Background: an optimization exercise with open tools, aiming at small area. Do not read the settings as production practice. Only simulation tests tie the RTL to the original design; equivalence was not proved. No activity file was given, so power comes from the tool's default toggle rates.

$ cat design.v
module comp_cic_mac (
  input  [8:0] t,
  input  [18:0] rin,
  output [18:0] rn
);
  wire s1;
  wire c2;
  assign s1 = rin[11] ^ t[0];
  assign c2 = rin[11] & t[0];
  wire s3;
  wire c4;
  assign s3 = rin[1] ^ t[0] ^ t[2];
  assign c4 = (rin[1] & t[0]) | (rin[1] & t[2]) | (t[0] & t[2]);
  wire s5;
  wire c6;
  assign s5 = rin[2] ^ ~t[4];
  assign c6 = rin[2] & ~t[4];
  wire s7;
  wire c8;
  assign s7 = rin[3] ^ t[1] ^ ~t[3];
  assign c8 = (rin[3] & t[1]) | (rin[3] & ~t[3]) | (t[1] & ~t[3]);
  wire s9;
  wire c10;
  assign s9 = ~t[6] ^ ~t[7];
  assign c10 = ~t[6] & ~t[7];
  wire s11;
  wire c12;
  assign s11 = rin[4] ^ ~t[2];
  assign c12 = rin[4] & ~t[2];
  wire s13;
  wire c14;
  assign s13 = rin[5] ^ ~t[0];
  assign c14 = rin[5] & ~t[0];
  wire s15;
  wire c16;
  assign s15 = rin[7] ^ t[1];
  assign c16 = rin[7] & t[1];
  wire s17;
  wire c18;
  assign s17 = rin[8] ^ ~t[2];
  assign c18 = rin[8] & ~t[2];
  wire s19;
  wire c20;
  assign s19 = rin[9] ^ ~t[0];
  assign c20 = rin[9] & ~t[0];
  wire s21;
  wire c22;
  assign s21 = t[1] ^ ~t[2] ^ ~t[4];
  assign c22 = (t[1] & ~t[2]) | (t[1] & ~t[4]) | (~t[2] & ~t[4]);
  wire s23;
  wire c24;
  assign s23 = rin[12] ^ ~t[3];
  assign c24 = rin[12] & ~t[3];
  wire s25;
  wire c26;
  assign s25 = rin[13] ^ t[3];
  assign c26 = rin[13] & t[3];
  wire s27;
  wire c28;
  assign s27 = ~t[3] ^ ~t[4];
  assign c28 = ~t[3] & ~t[4];
  wire s29;
  wire c30;
  assign s29 = t[5] ^ ~t[8] ^ s5;
  assign c30 = (t[5] & ~t[8]) | (t[5] & s5) | (~t[8] & s5);
  wire s31;
  wire c32;
  assign s31 = ~t[8] ^ s7 ^ s9;
  assign c32 = (~t[8] & s7) | (~t[8] & s9) | (s7 & s9);
  wire s33;
  wire c34;
  assign s33 = t[5] ^ s11 ^ c8;
  assign c34 = (t[5] & s11) | (t[5] & c8) | (s11 & c8);
  wire s35;
  wire c36;
  assign s35 = t[3] ^ ~t[7] ^ s13;
  assign c36 = (t[3] & ~t[7]) | (t[3] & s13) | (~t[7] & s13);
  wire s37;
  wire c38;
  assign s37 = rin[6] ^ ~t[8];
  assign c38 = rin[6] & ~t[8];
  wire s39;
  wire c40;
  assign s39 = ~t[3] ^ ~t[4] ^ t[7];
  assign c40 = (~t[3] & ~t[4]) | (~t[3] & t[7]) | (~t[4] & t[7]);
  wire s41;
  wire c42;
  assign s41 = ~t[5] ^ t[6] ^ s17;
  assign c42 = (~t[5] & t[6]) | (~t[5] & s17) | (t[6] & s17);
  wire s43;
  wire c44;
  assign s43 = ~t[1] ^ ~t[4] ^ s19;
  assign c44 = (~t[1] & ~t[4]) | (~t[1] & s19) | (~t[4] & s19);
  wire s45;
  wire c46;
  assign s45 = rin[10] ^ ~t[3];
  assign c46 = rin[10] & ~t[3];
  wire s47;
  wire c48;
  assign s47 = t[6] ^ ~t[8] ^ s1;
  assign c48 = (t[6] & ~t[8]) | (t[6] & s1) | (~t[8] & s1);
  wire s49;
  wire c50;
  assign s49 = t[7] ^ c2 ^ s23;
  assign c50 = (t[7] & c2) | (t[7] & s23) | (c2 & s23);
  wire s51;
  wire c52;
  assign s51 = t[6] ^ t[8] ^ s25;
  assign c52 = (t[6] & t[8]) | (t[6] & s25) | (t[8] & s25);
  wire s53;
  wire c54;
  assign s53 = rin[14] ^ t[7];
  assign c54 = rin[14] & t[7];
  wire s55;
  wire c56;
  assign s55 = t[7] ^ s3;
  assign c56 = t[7] & s3;
  wire s57;
  wire c58;
  assign s57 = c4 ^ s29 ^ c28;
  assign c58 = (c4 & s29) | (c4 & c28) | (s29 & c28);
  wire s59;
  wire c60;
  assign s59 = c6 ^ s31 ^ c30;
  assign c60 = (c6 & s31) | (c6 & c30) | (s31 & c30);
  wire s61;
  wire c62;
  assign s61 = c10 ^ s33 ^ c32;
  assign c62 = (c10 & s33) | (c10 & c32) | (s33 & c32);
  wire s63;
  wire c64;
  assign s63 = c12 ^ s35 ^ c34;
  assign c64 = (c12 & s35) | (c12 & c34) | (s35 & c34);
  wire s65;
  wire c66;
  assign s65 = c14 ^ s37 ^ c36;
  assign c66 = (c14 & s37) | (c14 & c36) | (s37 & c36);
  wire s67;
  wire c68;
  assign s67 = s15 ^ s39 ^ c38;
  assign c68 = (s15 & s39) | (s15 & c38) | (s39 & c38);
  wire s69;
  wire c70;
  assign s69 = c16 ^ s41 ^ c40;
  assign c70 = (c16 & s41) | (c16 & c40) | (s41 & c40);
  wire s71;
  wire c72;
  assign s71 = c18 ^ s43 ^ c42;
  assign c72 = (c18 & s43) | (c18 & c42) | (s43 & c42);
  wire s73;
  wire c74;
  assign s73 = c20 ^ s45 ^ c44;
  assign c74 = (c20 & s45) | (c20 & c44) | (s45 & c44);
  wire s75;
  wire c76;
  assign s75 = s21 ^ s47 ^ c46;
  assign c76 = (s21 & s47) | (s21 & c46) | (s47 & c46);
  wire s77;
  wire c78;
  assign s77 = c22 ^ s49 ^ c48;
  assign c78 = (c22 & s49) | (c22 & c48) | (s49 & c48);
  wire s79;
  wire c80;
  assign s79 = c24 ^ s51 ^ c50;
  assign c80 = (c24 & s51) | (c24 & c50) | (s51 & c50);
  wire s81;
  wire c82;
  assign s81 = c26 ^ s53 ^ c52;
  assign c82 = (c26 & s53) | (c26 & c52) | (s53 & c52);
  wire s83;
  wire c84;
  assign s83 = rin[15] ^ 1'b1 ^ c54;
  assign c84 = (rin[15] & 1'b1) | (rin[15] & c54) | (1'b1 & c54);
  wire s85;
  wire c86;
  assign s85 = rin[16] ^ ~t[7] ^ ~t[8];
  assign c86 = (rin[16] & ~t[7]) | (rin[16] & ~t[8]) | (~t[7] & ~t[8]);
  wire s87;
  wire c88;
  assign s87 = s27 ^ s55;
  assign c88 = s27 & s55;
  wire s89;
  wire c90;
  assign s89 = s57 ^ c56 ^ c88;
  assign c90 = (s57 & c56) | (s57 & c88) | (c56 & c88);
  wire s91;
  wire c92;
  assign s91 = s59 ^ c58 ^ c90;
  assign c92 = (s59 & c58) | (s59 & c90) | (c58 & c90);
  wire s93;
  wire c94;
  assign s93 = s61 ^ c60 ^ c92;
  assign c94 = (s61 & c60) | (s61 & c92) | (c60 & c92);
  wire s95;
  wire c96;
  assign s95 = s63 ^ c62 ^ c94;
  assign c96 = (s63 & c62) | (s63 & c94) | (c62 & c94);
  wire s97;
  wire c98;
  assign s97 = s65 ^ c64 ^ c96;
  assign c98 = (s65 & c64) | (s65 & c96) | (c64 & c96);
  wire s99;
  wire c100;
  assign s99 = s67 ^ c66 ^ c98;
  assign c100 = (s67 & c66) | (s67 & c98) | (c66 & c98);
  wire s101;
  wire c102;
  assign s101 = s69 ^ c68 ^ c100;
  assign c102 = (s69 & c68) | (s69 & c100) | (c68 & c100);
  wire s103;
  wire c104;
  assign s103 = s71 ^ c70 ^ c102;
  assign c104 = (s71 & c70) | (s71 & c102) | (c70 & c102);
  wire s105;
  wire c106;
  assign s105 = s73 ^ c72 ^ c104;
  assign c106 = (s73 & c72) | (s73 & c104) | (c72 & c104);
  wire s107;
  wire c108;
  assign s107 = s75 ^ c74 ^ c106;
  assign c108 = (s75 & c74) | (s75 & c106) | (c74 & c106);
  wire s109;
  wire c110;
  assign s109 = s77 ^ c76 ^ c108;
  assign c110 = (s77 & c76) | (s77 & c108) | (c76 & c108);
  wire s111;
  wire c112;
  assign s111 = s79 ^ c78 ^ c110;
  assign c112 = (s79 & c78) | (s79 & c110) | (c78 & c110);
  wire s113;
  wire c114;
  assign s113 = s81 ^ c80 ^ c112;
  assign c114 = (s81 & c80) | (s81 & c112) | (c80 & c112);
  wire s115;
  wire c116;
  assign s115 = s83 ^ c82 ^ c114;
  assign c116 = (s83 & c82) | (s83 & c114) | (c82 & c114);
  wire s117;
  wire c118;
  assign s117 = s85 ^ c84 ^ c116;
  assign c118 = (s85 & c84) | (s85 & c116) | (c84 & c116);
  wire s119;
  wire c120;
  assign s119 = rin[17] ^ c86 ^ c118;
  assign c120 = (rin[17] & c86) | (rin[17] & c118) | (c86 & c118);
  wire s121;
  wire c122;
  assign s121 = rin[18] ^ ~t[8] ^ c120;
  assign c122 = (rin[18] & ~t[8]) | (rin[18] & c120) | (~t[8] & c120);
  wire s123;
  wire c124;
  assign s123 = rin[18] ^ ~t[8] ^ c122;
  assign c124 = (rin[18] & ~t[8]) | (rin[18] & c122) | (~t[8] & c122);
  assign rn[0] = s87;
  assign rn[1] = s89;
  assign rn[2] = s91;
  assign rn[3] = s93;
  assign rn[4] = s95;
  assign rn[5] = s97;
  assign rn[6] = s99;
  assign rn[7] = s101;
  assign rn[8] = s103;
  assign rn[9] = s105;
  assign rn[10] = s107;
  assign rn[11] = s109;
  assign rn[12] = s111;
  assign rn[13] = s113;
  assign rn[14] = s115;
  assign rn[15] = s117;
  assign rn[16] = s119;
  assign rn[17] = s121;
  assign rn[18] = s123;
endmodule
module comp_cic
#(  parameter Win=16,
    parameter Wcoef = 18,
    parameter Wout = 18,
    parameter Num_coef=17)
(input  signed [Win-1:0] id_data_filter,
 input ic_val_data,
 input ic_rst,
 input  clk,
 output signed [Wout-1:0] od_data_filter,
 output oc_val_data);
logic [1:0] ph;           
logic [1:0] qc;           
logic run, tail, pend, vld;
logic [4:0] cnt;          
logic [15:0] xin;         
logic [255:0] ring;       
logic [8:0] cr;           
logic [18:0] acc;
wire start = (ic_val_data | pend) & (ph == 2'd3);
wire l15   = run & (qc == 2'd3) & (ph == 2'd3);
wire first = run & (qc == 2'd0) & (ph == 2'd0);
wire inbit = xin[{qc, ph}];
logic [16:0] tap;
always_comb begin
    tap[0] = inbit & run;
    for (int w = 1; w <= 16; w++)
        tap[w] = ring[(w-1)*16] & run & (cnt >= w);
end
logic [8:0] t, crn;
always_comb begin
    for (int k = 0; k <= 8; k++) begin
        logic a, b, c;
        a = tap[k];
        b = (k < 8) ? tap[16-k] : 1'b0;
        c = cr[k];
        t[k] = a ^ b ^ c;
        if (l15) crn[k] = (a ~^ b) ? ~a : c;    
        else     crn[k] = (a & b) | (a & c) | (b & c);
    end
end
logic [18:0] rin, rn;
assign rin = first ? 19'd46524 : acc;
comp_cic_mac tree (.t(t), .rin(rin), .rn(rn));
always_ff @(posedge clk) begin
    cr  <= crn;
    acc <= rn;
    if (ic_val_data) xin <= id_data_filter;
    for (int w = 1; w <= 16; w++)
        for (int q = 0; q < 4; q++) begin
            ring[(w-1)*16 + q*4 +: 3] <= ring[(w-1)*16 + q*4 + 1 +: 3];
            if (!run)
                ring[(w-1)*16 + q*4 + 3] <= ring[(w-1)*16 + q*4];
            else if (q < 3)
                ring[(w-1)*16 + q*4 + 3] <= ring[(w-1)*16 + q*4 + 4];
            else
                ring[(w-1)*16 + q*4 + 3] <= (w == 1) ? inbit : ring[(w-2)*16];
        end
end
always_ff @(posedge clk) begin
    if (ic_rst) begin
        ph <= 2'd0; qc <= 2'd0;
        run <= 1'b0; tail <= 1'b0; pend <= 1'b0; vld <= 1'b0;
        cnt <= 5'd0;
    end else begin
        ph   <= ph + 2'd1;
        tail <= l15;
        vld  <= tail;
        if (start) begin
            run <= 1'b1; pend <= 1'b0;
        end else if (ic_val_data)
            pend <= 1'b1;
        if (run && ph == 2'd3) begin
            qc <= qc + 2'd1;
            if (qc == 2'd3) begin
                run <= 1'b0;
                if (!cnt[4]) cnt <= cnt + 5'd1;
            end
        end
    end
end
assign od_data_filter = acc[17:0];
assign oc_val_data = vld;
endmodule
$ cat constraint.sdc
create_clock -name core_clock -period 10.0 [get_ports {clk}]
set_input_delay 2.0000 -clock core_clock [delete_from_list [all_inputs] [get_ports {clk}]]
set_output_delay 2.0000 -clock core_clock [all_outputs]
set_load 0.01 [all_outputs]
$ cat config.mk
export PLATFORM = sky130hd
export DESIGN_NAME = comp_cic
export DESIGN_NICKNAME = comp_cic
export VERILOG_FILES = /design/flow/design.v
export SDC_FILE = /design/flow/constraint.sdc
export NUM_CORES = 4
export LEC_CHECK = 0
export CAP_MARGIN = 20
export CORE_MARGIN = 2
export CORE_UTILIZATION = 40
export SLEW_MARGIN = 20
export SYNTH_MEMORY_MAX_BITS = 4096
$ cat flow/run.sh
#!/bin/bash
# The standard layout (standard.sh), with the clock tree built from
# clkbuf_8 cells in clusters of up to 20 sinks and no dummy loads, and buf_1 cells as the port buffers.
set -euo pipefail
export CTS_ARGS="-sink_clustering_enable -repair_clock_nets -dont_use_dummy_load -buf_list sky130_fd_sc_hd__clkbuf_16 -sink_clustering_size 30 -sink_clustering_max_diameter 100"
export BUFFER_PORTS_ARGS="-buffer_cell sky130_fd_sc_hd__buf_1"
bash standard.sh > standard_flow.log 2>&1
$ cat standard.sh
#!/bin/bash
# synth_recipe.tcl (not shown) runs the flow's synth.tcl, then flattens the netlist and writes it again
# the make line also repeats each setting of config.mk as NAME=value (left out here)
make -C /OpenROAD-flow-scripts/flow DESIGN_CONFIG=/design/flow/config.mk WORK_HOME=/design/flow/orfs CLKGATE_MAP_FILE= SYNTH_SCRIPT=/design/flow/synth_recipe.tcl "${@:-finish}"
==> results of run 1 <==
==> per-stage QoR <==
stage / utilization / total power (uW)
CTS: 0.437 / 2830
finish: 0.437 / 2780
global placement: 0.422 / 2210
detailed placement: 0.422 / 2220
global route: 0.437 / 2980
floorplan: - / 2090
==> where the power goes <==
group	switching, uW	internal, uW
Sequential	83.3	1540
Clock	346	254
Combinational	293	264
Total	721	2060
==> state kept, by name, summed over array words and instances (netlist names) <==
register	cells
ring	256
acc	19
xin	16
cr	9
cnt	5
ph	2
qc	2
pend	1
run	1
tail	1
vld	1
==> kinds of logic (layout without fill, tap and decap cells) <==
kind of cell / Yosys count / after routing
XOR/XNOR: 6 / 6
AND/OR/NAND/NOR: 96 / 96
multiplexers: 56 / 56
AO/OA/AOI/OAI: 47 / 47
adder cells (fa/ha/maj): 85 / 85
flip-flops: 313 / 313
buffers and inverters: 106 / 126
==> synthesized netlist by cell type <==
cell	instances	area (um2)
sky130_fd_sc_hd__and2_1	5	31.3
sky130_fd_sc_hd__a21o_1	1	7.51
sky130_fd_sc_hd__or2_2	1	6.26
sky130_fd_sc_hd__edfxtp_1	25	751
sky130_fd_sc_hd__mux2i_1	2	20.0
sky130_fd_sc_hd__buf_2	2	10.0
sky130_fd_sc_hd__fa_1	52	1040
sky130_fd_sc_hd__ha_1	33	413
sky130_fd_sc_hd__or3_1	1	6.26
sky130_fd_sc_hd__xnor2_1	4	35.0
sky130_fd_sc_hd__buf_1	1	3.75
sky130_fd_sc_hd__xor2_1	2	17.5
sky130_fd_sc_hd__a21oi_1	16	80.1
sky130_fd_sc_hd__nand3_1	7	35.0
sky130_fd_sc_hd__mux2_1	1	11.3
sky130_fd_sc_hd__nor4_1	2	12.5
sky130_fd_sc_hd__nor3_1	3	15.0
sky130_fd_sc_hd__nor2b_1	3	18.8
sky130_fd_sc_hd__a211oi_1	1	7.51
sky130_fd_sc_hd__mux4_2	3	67.6
sky130_fd_sc_hd__nand2b_1	10	62.6
sky130_fd_sc_hd__and3_1	2	12.5
sky130_fd_sc_hd__clkbuf_1	17	63.8
sky130_fd_sc_hd__nor3b_1	1	7.51
sky130_fd_sc_hd__inv_1	68	255
sky130_fd_sc_hd__o22a_1	1	8.76
sky130_fd_sc_hd__nor2_1	19	71.3
sky130_fd_sc_hd__nand4_1	1	6.26
sky130_fd_sc_hd__dfxtp_1	288	5770
sky130_fd_sc_hd__mux2_2	50	563
sky130_fd_sc_hd__o21a_1	2	15.0
sky130_fd_sc_hd__nand2_1	41	154
sky130_fd_sc_hd__o21ai_0	23	115
sky130_fd_sc_hd__buf_4	18	135
sky130_fd_sc_hd__a31oi_1	2	12.5
sky130_fd_sc_hd__a22oi_2	1	12.5
==> worst reg2reg max path, delay by kind of cell, from the launching register on <==
family | cells | cell delay [ns]
compound gates | 1 | 0.11
fa+ha+maj | 21 | 7.99
buf+inv | 6 | 0.41
flops | 1 | 0.44
simple gates | 2 | 0.41
==> layout make-up <==
cell class,count,area share
Clock buffer,14,0.0331
Multi-Input combinational cell,290,0.271
Timing Repair Buffer,44,0.0181
Tap cell,324,0.0383
Inverter,68,0.0241
Sequential cell,313,0.616
==> routing by layer <==
| layer | vias up | routed length [um] | part of all wire | global-route usage |
|---|---|---|---|---|
| met5 | - | 0 | 0 | 0 |
| met4 | 0 | 202 | 0.015 | 0.0268 |
| met3 | 16 | 524 | 0.038 | 0.0181 |
| met2 | 62 | 5810 | 0.42 | 0.165 |
| met1 | 2158 | 7240 | 0.53 | 0.164 |
| li1 | 2258 | - | - | - |
==> worst paths after layout <==
check	startpoint	end	slack (ns)	cells past startpoint
max	cnt[1]	acc[17]	0.49	30
min	ring[218]	ring[217]	0.32	0
max reg2reg	cnt[1]	acc[17]	0.49	30
min reg2reg	ring[218]	ring[217]	0.32	0
==> notes.md, run 1 <==
----------------------------------------------------
[STA]
  Achievable frequency ... around 0.11 GHz
  TNS Setup ... 0 ns
  Worst clock skew ... 0.0285 ns
  Min setup slack post-route ... about 0.5 ns
  Relative max-transition margin ... 0.438
  Worst Hold Margin ... around 0.32 ns
  RSZ-0062 raised after global routing ... false
  Fin crit period ... roughly 9.5 ns
  Final count of negative-setup-slack endpoints ... 0
  Final period util ... 0.951
  Number of endpoints with negative hold slack in the final report ... 0
  Actual slew at the worst max-slew pin ... 0.843 ns
  Max-slew violation count ... 0

[Layout]
  Storage cell area ... around 6500 um2
  Fill cells ... 2224
  Multi-input gate area in the final layout ... around 2900 um2
  Synth-to-layout area growth ... 7.51%
  Ant. Diodes ... 0
  Share of cells above drive strength 1 ... 0.107
  Commonest non-fill, non-tap cells in the layout ... sky130_fd_sc_hd__dfxtp_1 (286), sky130_fd_sc_hd__inv_1 (68), sky130_fd_sc_hd__fa_1 (52)
  Post-layout net count ... 835
  Most common library cell in the layout ignoring fill and taps ... sky130_fd_sc_hd__dfxtp_1
  Post-route cell area ... 10600 um2
  Fin cells ... 1053

[Clock network]
  CTS hold repair buffers ... 0
  Reg clk slew, reported paths ... around 0.10 ns
  TritonCTS clock tree ... yes
  Number of CTS-inserted buffers ... 14
  Count of cells resized by post-cts repair ... 0
  Clock insertion delay at the later pin of the skew report ... about 0.48 ns
  Root buffer cell ... sky130_fd_sc_hd__clkbuf_16
  Post-CTS repair timing setup buffer count ... 0
  Deepest clock path buffer count ... 3
  H-Tree Depth ... 1
  Clock net sink count ... between 300 and 400

[Global routing]
  Vias in the first global route ... 4480
  Antenna violations before repair ... 0
  Pin count of the biggest net entering global routing ... 31
  Gr usage total ... 0.109
  Wire length of the first global-routing pass ... around 23 mm
  Remaining Overflow, GRT ... 0

[Synthesis]
  Post-synthesis mux area share ... 0.0672
  Yosys reg bits ... roughly 310
  Post-Synth Simple-Gate Area ... 0.0446
  Avg Synthesized Cell Area ... 13.9 um2
  Seq/Total Area, Yosys ... 0.662
  Number of warnings printed during yosys synthesis ... 1
  Post-synthesis xor/xnor area fraction ... 0.00533
  Main combinational cell family by area after synthesis ... adder cells
  Share of the synthesized area in compound gates (AO/OA/AOI/OAI) ... 0.0263
  Unique masters post-synth ... 36
  Synthesized Nets ... 813
  Number of cells produced by synthesis ... roughly 710
  Cell area after technology mapping ... ~9900 um2
  Fraction of the mapped netlist area in adder cells ... 0.148

[Floorplan]
  Number of top-level pins ... 38
  Die outline width ... 161 um
  Height of the die ... ~160 um
  Effective utilization at floorplan ... 0.406
  Placeable core area ... ~24000 um2
  Placement row count ... 57
  Die Outline Area ... about 26000 um2

[Place]
  Global placement routability congestion ... slightly below 0.8
  Placed cells ... 1039
  HPWL Detailed ... 9.75 mm
  DP Area ... roughly 10000 um2
  Number of buffers inserted by port buffering ... 37
  Pre-CTS setup slack ... between 0.3 and 0.4 ns

[Detailed routing]
  Length of the first detailed-routing pass in iterations ... 6
  Drt initial violations ... around 270
  Vias/cell ... between 4 and 5
  Final wirelength ... ~14 mm
  Routed vias ... approximately 4.5k
  Antenna viol nets, final ... 0
  Average routed wire per standard cell ... around 13 um
  Final routed DRC violation total ... 0

[Setup path]
  Critical path's largest stage delay ... around 0.53 ns
  Critical path peak fanout ... 11
  Class of the most critical setup path ... flop to flop
  Kind of end point of the critical path ... flop
  Crit path required time ... roughly 10 ns
  Family of cells with the greatest summed delay on the critical path ... adder cells
  Buf/Inv on CP ... 6
  Critical-path top delay cell ... sky130_fd_sc_hd__fa_1
  Most used cell, CP ... sky130_fd_sc_hd__fa_1
  Startpoint type of the worst setup path ... flop
  Data arrival time of the critical path ... just under 10 ns

[Power]
  Worst IR drop on VDD ... approximately 120 uV
  Leak pwr ... 0.00438 uW
  Total power density per cell area ... 262 nW/um2

[Run status]
  Outcome ... complete, no violations

[Hold path]
  Hold Path Class ... flop to flop

[Run]
  Count of max-cap constraint violations ... 0

----------------------------------------------------
==> run 2, diff against run 1 <==
==> flow/run.sh (replaced) <==
#!/bin/bash
# The standard layout (standard.sh), with the clock tree built from
# clkbuf_8 cells in clusters of up to 20 sinks and no dummy loads, and buf_1 cells as the port buffers.
set -euo pipefail
export CTS_ARGS="-sink_clustering_enable -repair_clock_nets -dont_use_dummy_load -buf_list sky130_fd_sc_hd__clkbuf_8 -sink_clustering_size 24 -sink_clustering_max_diameter 50"
export BUFFER_PORTS_ARGS="-buffer_cell sky130_fd_sc_hd__buf_1"
bash standard.sh > standard_flow.log 2>&1
==> run 2 against run 1 <==
Against the previous run: synthesized cell count unchanged; critical path type unchanged; core utilization increased by 0.083 points; hold slack got worse by 0.10 ns; sequential power about the same; still clean on timing, DRC and antenna; combinational power about the same; count of clock-buffer cells in the layout increased by 13.
==> notes.md, run 2 <==
----------------------------------------------------
[Clock network]
  Post-CTS repair timing setup buffer count ... 0
  CTS hold repair buffers ... 0
  TritonCTS clock tree ... yes
  H-Tree Depth ... 1
  Number of CTS-inserted buffers ... 27
  Reg clk slew, reported paths ... roughly 0.13 ns
  Deepest clock path buffer count ... 3
  Root buffer cell ... sky130_fd_sc_hd__clkbuf_8
  Clock net sink count ... around 310
  Clock insertion delay at the later pin of the skew report ... 0.56 ns
  Count of cells resized by post-cts repair ... 0

[Layout]
  Synth-to-layout area growth ... 7.71%
  Post-layout net count ... roughly 850
  Largest registers in the final layout ... ring (256), acc (19), xin (16)
  Ant. Diodes ... 0
  Commonest non-fill, non-tap cells in the layout ... sky130_fd_sc_hd__dfxtp_1 (287), sky130_fd_sc_hd__inv_1 (68), sky130_fd_sc_hd__fa_1 (52)
  Storage cell area ... 6520 um2
  Number of flip-flops in the largest register ... 256
  Top register by number of flip-flops ... ring
  Fill cells ... about 2.2k
  Post-layout util ... 0.438
  Multi-input gate area in the final layout ... between 2000 and 3000 um2
  Most common library cell in the layout ignoring fill and taps ... sky130_fd_sc_hd__dfxtp_1
  Share of cells above drive strength 1 ... 0.121

[Setup path]
  Number of cell instances on the worst register-to-register path ... 30
  CP startpoint ... cnt[1]
  Startpoint type of the worst setup path ... flop
  Kind of end point of the critical path ... flop
  Crit path required time ... about 10 ns
  Critical-path top delay cell ... sky130_fd_sc_hd__dfxtp_1
  Critical path peak fanout ... 11
  Critical path's largest stage delay ... between 0.5 and 0.6 ns
  Reg-to-reg setup timing slack ... 0.39 ns
  Class of the most critical setup path ... flop to flop
  Critical register-to-register path startpoint ... cnt[1]
  Most used cell, CP ... sky130_fd_sc_hd__fa_1
  Data arrival time of the critical path ... ~10 ns
  Reg2Reg Capture Point ... acc[17]

[Hold path]
  Start point of the worst min-delay path ... ring[58]
  Hold Path Class ... flop to flop
  Cell depth of the worst hold path ... 0
  Hold worst-path end ... ring[57]

[Run status]
  Outcome ... complete, no violations

[Synthesis]
  Seq/Total Area, Yosys ... 0.662
  Number of cells produced by synthesis ... between 700 and 800
  Number of enable-type register cells in the synthesized netlist ... 25
  Most area-hungry cell type in the Yosys netlist ... sky130_fd_sc_hd__dfxtp_1
  Ranking of synthesized cells by area ... sky130_fd_sc_hd__dfxtp_1 (59%), sky130_fd_sc_hd__fa_1 (11%), sky130_fd_sc_hd__edfxtp_1 (7.6%)
  Avg Synthesized Cell Area ... roughly 14 um2
  Yosys reg bits ... roughly 310
  Async set or reset register ratio after synthesis ... 0
  Synthesized Nets ... between 800 and 900
  Most instantiated cells after synthesis ... sky130_fd_sc_hd__dfxtp_1 (288), sky130_fd_sc_hd__inv_1 (68), sky130_fd_sc_hd__fa_1 (52)
  Number of warnings printed during yosys synthesis ... 1
  Cell area after technology mapping ... between 9000 and 10000 um2
  Post-synth top flop ... sky130_fd_sc_hd__dfxtp_1
  Share of the synthesized area in the top cell type ... 0.585
  Unique masters post-synth ... 36
  Library cell with the highest instance count after synthesis ... sky130_fd_sc_hd__dfxtp_1

[Global routing]
  Wire length of the first global-routing pass ... 23.4 mm
  Gr usage total ... 0.112
  Met3 routing resource usage after global routing ... 0.0248
  Antenna violations before repair ... 0
  Remaining Overflow, GRT ... 0
  Top Usage Layer GRT ... met2
  Met2 usage ... 0.168
  Met1 capacity usage during global routing ... 0.164
  Vias in the first global route ... ~4.6k
  Pin count of the biggest net entering global routing ... 25

[Detailed routing]
  Vias/cell ... 4.27
  Final routed DRC violation total ... 0
  Average routed wire per standard cell ... roughly 13 um
  Final wirelength ... 14.0 mm
  Length of the first detailed-routing pass in iterations ... 4
  Routed vias ... around 4.6k
  Drt initial violations ... between 200 and 250
  Antenna viol nets, final ... 0

[STA]
  Max-slew violation count ... 0
  Final period util ... 0.961
  Achievable frequency ... around 0.10 GHz
  RSZ-0062 raised after global routing ... false
  Number of endpoints with negative hold slack in the final report ... 0
  Relative max-transition margin ... 0.424
  Fin crit period ... around 9.6 ns
  Final count of negative-setup-slack endpoints ... 0
  Worst clock skew ... between 0.08 and 0.09 ns
  TNS Setup ... 0 ns
  Actual slew at the worst max-slew pin ... 0.864 ns

[Power]
  Clock network fraction of design power ... 0.216
  Total power density per cell area ... roughly 260 nW/um2
  Worst IR drop on VDD ... 126 uV
  Pint ... between 2000 and 2500 uW
  Sw Share ... 0.265
  Leak pwr ... between 0.004 and 0.005 uW
  Net switching power ... 737 uW
  Relative contribution of combinational cells to total power ... 0.201
  Sequential cell fraction of total power ... 0.583

[Run]
  Count of max-cap constraint violations ... 0

[Floorplan]
  Die Outline Area ... ~26000 um2
  Number of top-level pins ... 38
  Die outline width ... 161 um
  Placement row count ... 57
  Effective utilization at floorplan ... 0.406
  Height of the die ... around 160 um
  Placeable core area ... 24200 um2

[Place]
  Global placement routability congestion ... between 0.7 and 0.8
  HPWL Detailed ... a little under 10 mm
  Number of buffers inserted by port buffering ... 37

----------------------------------------------------
run 2: cell count changes in the layout (fill, tap and decap cells not counted):
cell | previous run | this run
sky130_fd_sc_hd__dfxtp_1 | 286 | 287
sky130_fd_sc_hd__clkbuf_8 | 0 | 27
sky130_fd_sc_hd__clkbuf_16 | 14 | 0
sky130_fd_sc_hd__dfxtp_2 | 1 | 0
run 2: metrics by stage:
step                worst slack (ns)  std cells  hold WS, ns  total power [uW]  cell area [um2]
finish                         0.385       1066        0.224              2780            10600
detailed placement             0.383       1039        0.312              2220            10200
global route                0.000663       1066        0.214              2990            10600
floorplan                      0.599        709        0.310              2090             9850
global placement               0.512       1039        0.310              2210            10200
CTS                            0.368       1066        0.223              2830            10600
run 2: critical path: cells and delay by family, from the launching register on:
family	cells	cell delay (ns)
compound gates	1	0.12
simple gates	2	0.41
fa+ha+maj	21	7.99
flops	1	0.53
buf+inv	6	0.44
run 2: power groups by stage:
stage | Sequential, uW | Clock [uW] | Combinational (uW)
finish | 1620 | 600 | 558
floorplan | 1620 | 0 | 480
CTS | 1630 | 628 | 579
global route | 1650 | 675 | 659
detailed placement | 1650 | 0 | 572
global placement | 1640 | 0 | 569
run 2: how the worst max path moves through the flow:
stage | end | slack, ns | cells after the start
after global placement | acc[17] | 0.51 | 30
after global routing | acc[17] | 0.0007 | 30
after floorplan | acc[17] | 0.60 | 31
final | acc[17] | 0.39 | 30
after CTS | acc[17] | 0.37 | 30
after detailed placement | acc[17] | 0.38 | 30
run 2: final cells by class:
class	count	share of cell area
sequential	313	0.615
multi-input combinational	290	0.270
tap	324	0.0382
clock buffer	27	0.0350
inverter	68	0.0241
timing repair buffer	44	0.0180
run 2: logic make-up after synthesis:
kind of cell,synth area share
DFF,0.662
buffers and inverters,0.0475
and+or+nand+nor,0.0446
adders and majority gates,0.148
muxes,0.0672
AOI/OAI and AO/OA,0.0263
xor gates and xnor gates,0.00533
run 2: layer usage:
metal / share of wire / up-vias
li1: - / 2286
met1: 0.52 / 2186
met2: 0.42 / 54
met3: 0.034 / 28
met4: 0.024 / 0
met5: 0 / -
==> run 3, diff against run 2 <==
==> flow/run.sh (replaced) <==
#!/bin/bash
# The standard layout (standard.sh), with the clock tree built from
# clkbuf_8 cells in clusters of up to 20 sinks and no dummy loads, and buf_1 cells as the port buffers.
set -euo pipefail
export CTS_ARGS="-sink_clustering_enable -repair_clock_nets -dont_use_dummy_load -buf_list sky130_fd_sc_hd__clkbuf_8 -sink_clustering_size 16 -sink_clustering_max_diameter 60"
export BUFFER_PORTS_ARGS="-buffer_cell sky130_fd_sc_hd__buf_1"
bash standard.sh > standard_flow.log 2>&1
==> run 3 against run 2 <==
Against the previous run: still clean; final cell count is 0.19% lower; clock skew is 0.038 ns lower; first-iteration DRC count is 2.9% lower; largest cell class unchanged.
==> notes.md, run 3 <==
----------------------------------------------------
[Run status]
  Outcome ... complete, no violations

[STA]
  Final count of negative-setup-slack endpoints ... 0
  RSZ-0062 raised after global routing ... false
  Final period util ... 0.952
  TNS Setup ... 0 ns
  Actual slew at the worst max-slew pin ... between 0.8 and 0.9 ns
  Number of endpoints with negative hold slack in the final report ... 0
  Fin crit period ... 9.52 ns
  Relative max-transition margin ... 0.432
  Worst clock skew ... 0.0457 ns
  Achievable frequency ... between 0.1 and 0.15 GHz
  Max-slew violation count ... 0
  Worst Hold Margin ... about 0.32 ns

[Layout]
  Number of flip-flops in the largest register ... roughly 260
  Ant. Diodes ... 0
  Commonest non-fill, non-tap cells in the layout ... sky130_fd_sc_hd__dfxtp_1 (286), sky130_fd_sc_hd__inv_1 (68), sky130_fd_sc_hd__fa_1 (52)
  Top register by number of flip-flops ... ring
  Post-layout net count ... approximately 850
  Post-route cell area ... roughly 11000 um2
  Synth-to-layout area growth ... 7.44%
  Largest registers in the final layout ... ring (256), acc (19), xin (16)
  Post-layout util ... 0.436
  Share of cells above drive strength 1 ... 0.120
  Most common library cell in the layout ignoring fill and taps ... sky130_fd_sc_hd__dfxtp_1

[Global routing]
  Remaining Overflow, GRT ... 0
  Wire length of the first global-routing pass ... 23.2 mm
  Met1 capacity usage during global routing ... 0.164
  Antenna violations before repair ... 0
  Top Usage Layer GRT ... met2
  Met3 routing resource usage after global routing ... 0.0230
  Gr usage total ... 0.112
  Pin count of the biggest net entering global routing ... 23
  Vias in the first global route ... roughly 4.6k
  Met2 usage ... 0.167

[Place]
  Number of buffers inserted by port buffering ... 37
  DP Area ... about 10000 um2
  HPWL Detailed ... a little under 10 mm
  Global placement routability congestion ... just under 0.8

[Floorplan]
  Placement row count ... 57
  Height of the die ... 161 um
  Effective utilization at floorplan ... 0.406
  Die outline width ... ~160 um
  Placeable core area ... 24200 um2
  Number of top-level pins ... 38
  Die Outline Area ... 25900 um2

[Synthesis]
  Seq/Total Area, Yosys ... 0.662
  Most area-hungry cell type in the Yosys netlist ... sky130_fd_sc_hd__dfxtp_1
  Most instantiated cells after synthesis ... sky130_fd_sc_hd__dfxtp_1 (288), sky130_fd_sc_hd__inv_1 (68), sky130_fd_sc_hd__fa_1 (52)
  Number of cells produced by synthesis ... around 700
  Cell area after technology mapping ... 9850 um2
  Share of the synthesized area in the top cell type ... 0.585
  Post-synth top flop ... sky130_fd_sc_hd__dfxtp_1
  Ranking of synthesized cells by area ... sky130_fd_sc_hd__dfxtp_1 (59%), sky130_fd_sc_hd__fa_1 (11%), sky130_fd_sc_hd__edfxtp_1 (7.6%)
  Number of enable-type register cells in the synthesized netlist ... 25
  Avg Synthesized Cell Area ... between 10 and 15 um2
  Yosys reg bits ... between 300 and 400
  Number of warnings printed during yosys synthesis ... 1
  Library cell with the highest instance count after synthesis ... sky130_fd_sc_hd__dfxtp_1
  Synthesized Nets ... approximately 800
  Async set or reset register ratio after synthesis ... 0
  Unique masters post-synth ... 36

[Hold path]
  Hold Path Class ... flop to flop

[Detailed routing]
  Drt initial violations ... just under 200
  Vias/cell ... between 4 and 5
  Final routed DRC violation total ... 0
  Final wirelength ... around 14 mm
  Length of the first detailed-routing pass in iterations ... 4
  Antenna viol nets, final ... 0
  Routed vias ... 4527
  Average routed wire per standard cell ... ~13 um

[Power]
  Pint ... 2030 uW
  Total power density per cell area ... ~260 nW/um2
  Sequential cell fraction of total power ... 0.588
  Worst IR drop on VDD ... 126 uV
  Clock network fraction of design power ... 0.210
  Relative contribution of combinational cells to total power ... 0.202
  Sw Share ... 0.265
  Total power consumption of the routed design ... 2760 uW
  Leak pwr ... ~0.0044 uW
  Net switching power ... 730 uW

[Clock network]
  Number of CTS-inserted buffers ... 25
  Deepest clock path buffer count ... 3
  Clock net sink count ... 313
  Clock insertion delay at the later pin of the skew report ... approximately 0.54 ns
  Root buffer cell ... sky130_fd_sc_hd__clkbuf_8
  TritonCTS clock tree ... yes
  H-Tree Depth ... 1
  Reg clk slew, reported paths ... approximately 0.090 ns
  CTS hold repair buffers ... 0
  Post-CTS repair timing setup buffer count ... 0

[Run]
  Count of max-cap constraint violations ... 0

[Setup path]
  Crit path required time ... between 10 and 15 ns
  Critical path's largest stage delay ... 0.53 ns
  Critical path peak fanout ... 11
  Most used cell, CP ... sky130_fd_sc_hd__fa_1
  Class of the most critical setup path ... flop to flop
  Startpoint type of the worst setup path ... flop
  Critical-path top delay cell ... sky130_fd_sc_hd__fa_1
  Data arrival time of the critical path ... approximately 9.9 ns
  Kind of end point of the critical path ... flop

----------------------------------------------------
## run 3: cell counts after synthesis
Identical to the previous run, type by type.
## run 3: final timing paths
kind | from | to | slack (ns) | depth (start not counted)
worst max register to register | cnt[1] | acc[17] | 0.48 | 30
worst min register to register | ring[6] | ring[5] | 0.32 | 0
worst max-delay path | cnt[1] | acc[17] | 0.48 | 30
worst min-delay path | ring[6] | ring[5] | 0.32 | 0
## run 3: per-stage QoR
stage / std cells / worst slack, ns
floorplan: 709 / 0.599
global placement: 1039 / 0.512
detailed placement: 1039 / 0.383
CTS: 1064 / 0.339
global route: 1064 / 0.0508
finish: 1064 / 0.478
## run 3: kinds of logic (layout without fill, tap and decap cells)
| group | after synthesis | count (layout) | synth area share |
|---|---|---|---|
| adders and majority gates | 85 | 85 | 0.148 |
| and+or+nand+nor | 96 | 96 | 0.0446 |
| buffers and inverters | 106 | 137 | 0.0475 |
| muxes | 56 | 56 | 0.0672 |
| DFF | 313 | 313 | 0.662 |
| xor gates and xnor gates | 6 | 6 | 0.00533 |
| AOI/OAI and AO/OA | 47 | 47 | 0.0263 |
## run 3: layout make-up
class / instances / area [um2]
fill: 2230 / 13700
sequential: 313 / 6520
multi-input combinational: 290 / 2870
tap: 324 / 405
clock buffer: 25 / 344
inverter: 68 / 255
timing repair buffer: 44 / 191
## run 3: per-layer routing
layer	vias to the layer above	wire length (um)
met5	-	0
met1	2174	7340
met3	24	438
met2	53	5850
met4	0	296
li1	2276	-
## run 3: critical path, delay by kind of cell (launching register included)
kind	cells	cell delay, ns
flip-flops	1	0.43
buffers and inverters	6	0.42
adder cells (fa/ha/maj)	21	7.97
AO/OA/AOI/OAI	1	0.11
AND/OR/NAND/NOR	2	0.43
## run 3: what timing repair did
item,CTS,global route
setup endpoints to repair,0,1
hold endpoints to repair,0,0
resized for setup,0,1
## run 3: power by group through the flow
| stage | registers, uW | clock network, uW | logic [uW] |
|---|---|---|---|
| finish | 1620 | 578 | 557 |
| global route | 1650 | 649 | 659 |
| CTS | 1630 | 605 | 578 |
| detailed placement | 1650 | 0 | 572 |
| global placement | 1640 | 0 | 569 |
| floorplan | 1620 | 0 | 480 |

[port drivers added, routing unchanged]
No port has a modelled driver above. Below, the same layouts with a new extraction and two added sets of constraints.
Step 1: set_driving_cell puts a clkbuf_16 on clk and a buf_2 on each other input, an assumption about the parent block.
Step 2 times the ports against the registers' clock, not the clock port: input delays grow and output delays shrink by t, the midpoint of the rising clock arrivals with the driver on.
a / b / c = ideal / step 1 / step 2; a / b = the first two.
| run | t (ns) | setup WS [ns] | worst setup path at the end | worst data-port slew with drivers (ns) |
|---|---|---|---|---|
| run 1 | 0.506 | 0.486 / 0.486 / 0.486 | register to register | 0.04 |
| run 2 | 0.566 | 0.385 / 0.385 / 0.385 | register to register | 0.04 |
| run 3 | 0.556 | 0.478 / 0.478 / 0.478 | register to register | 0.04 |
After both steps every run listed still meets setup and hold.
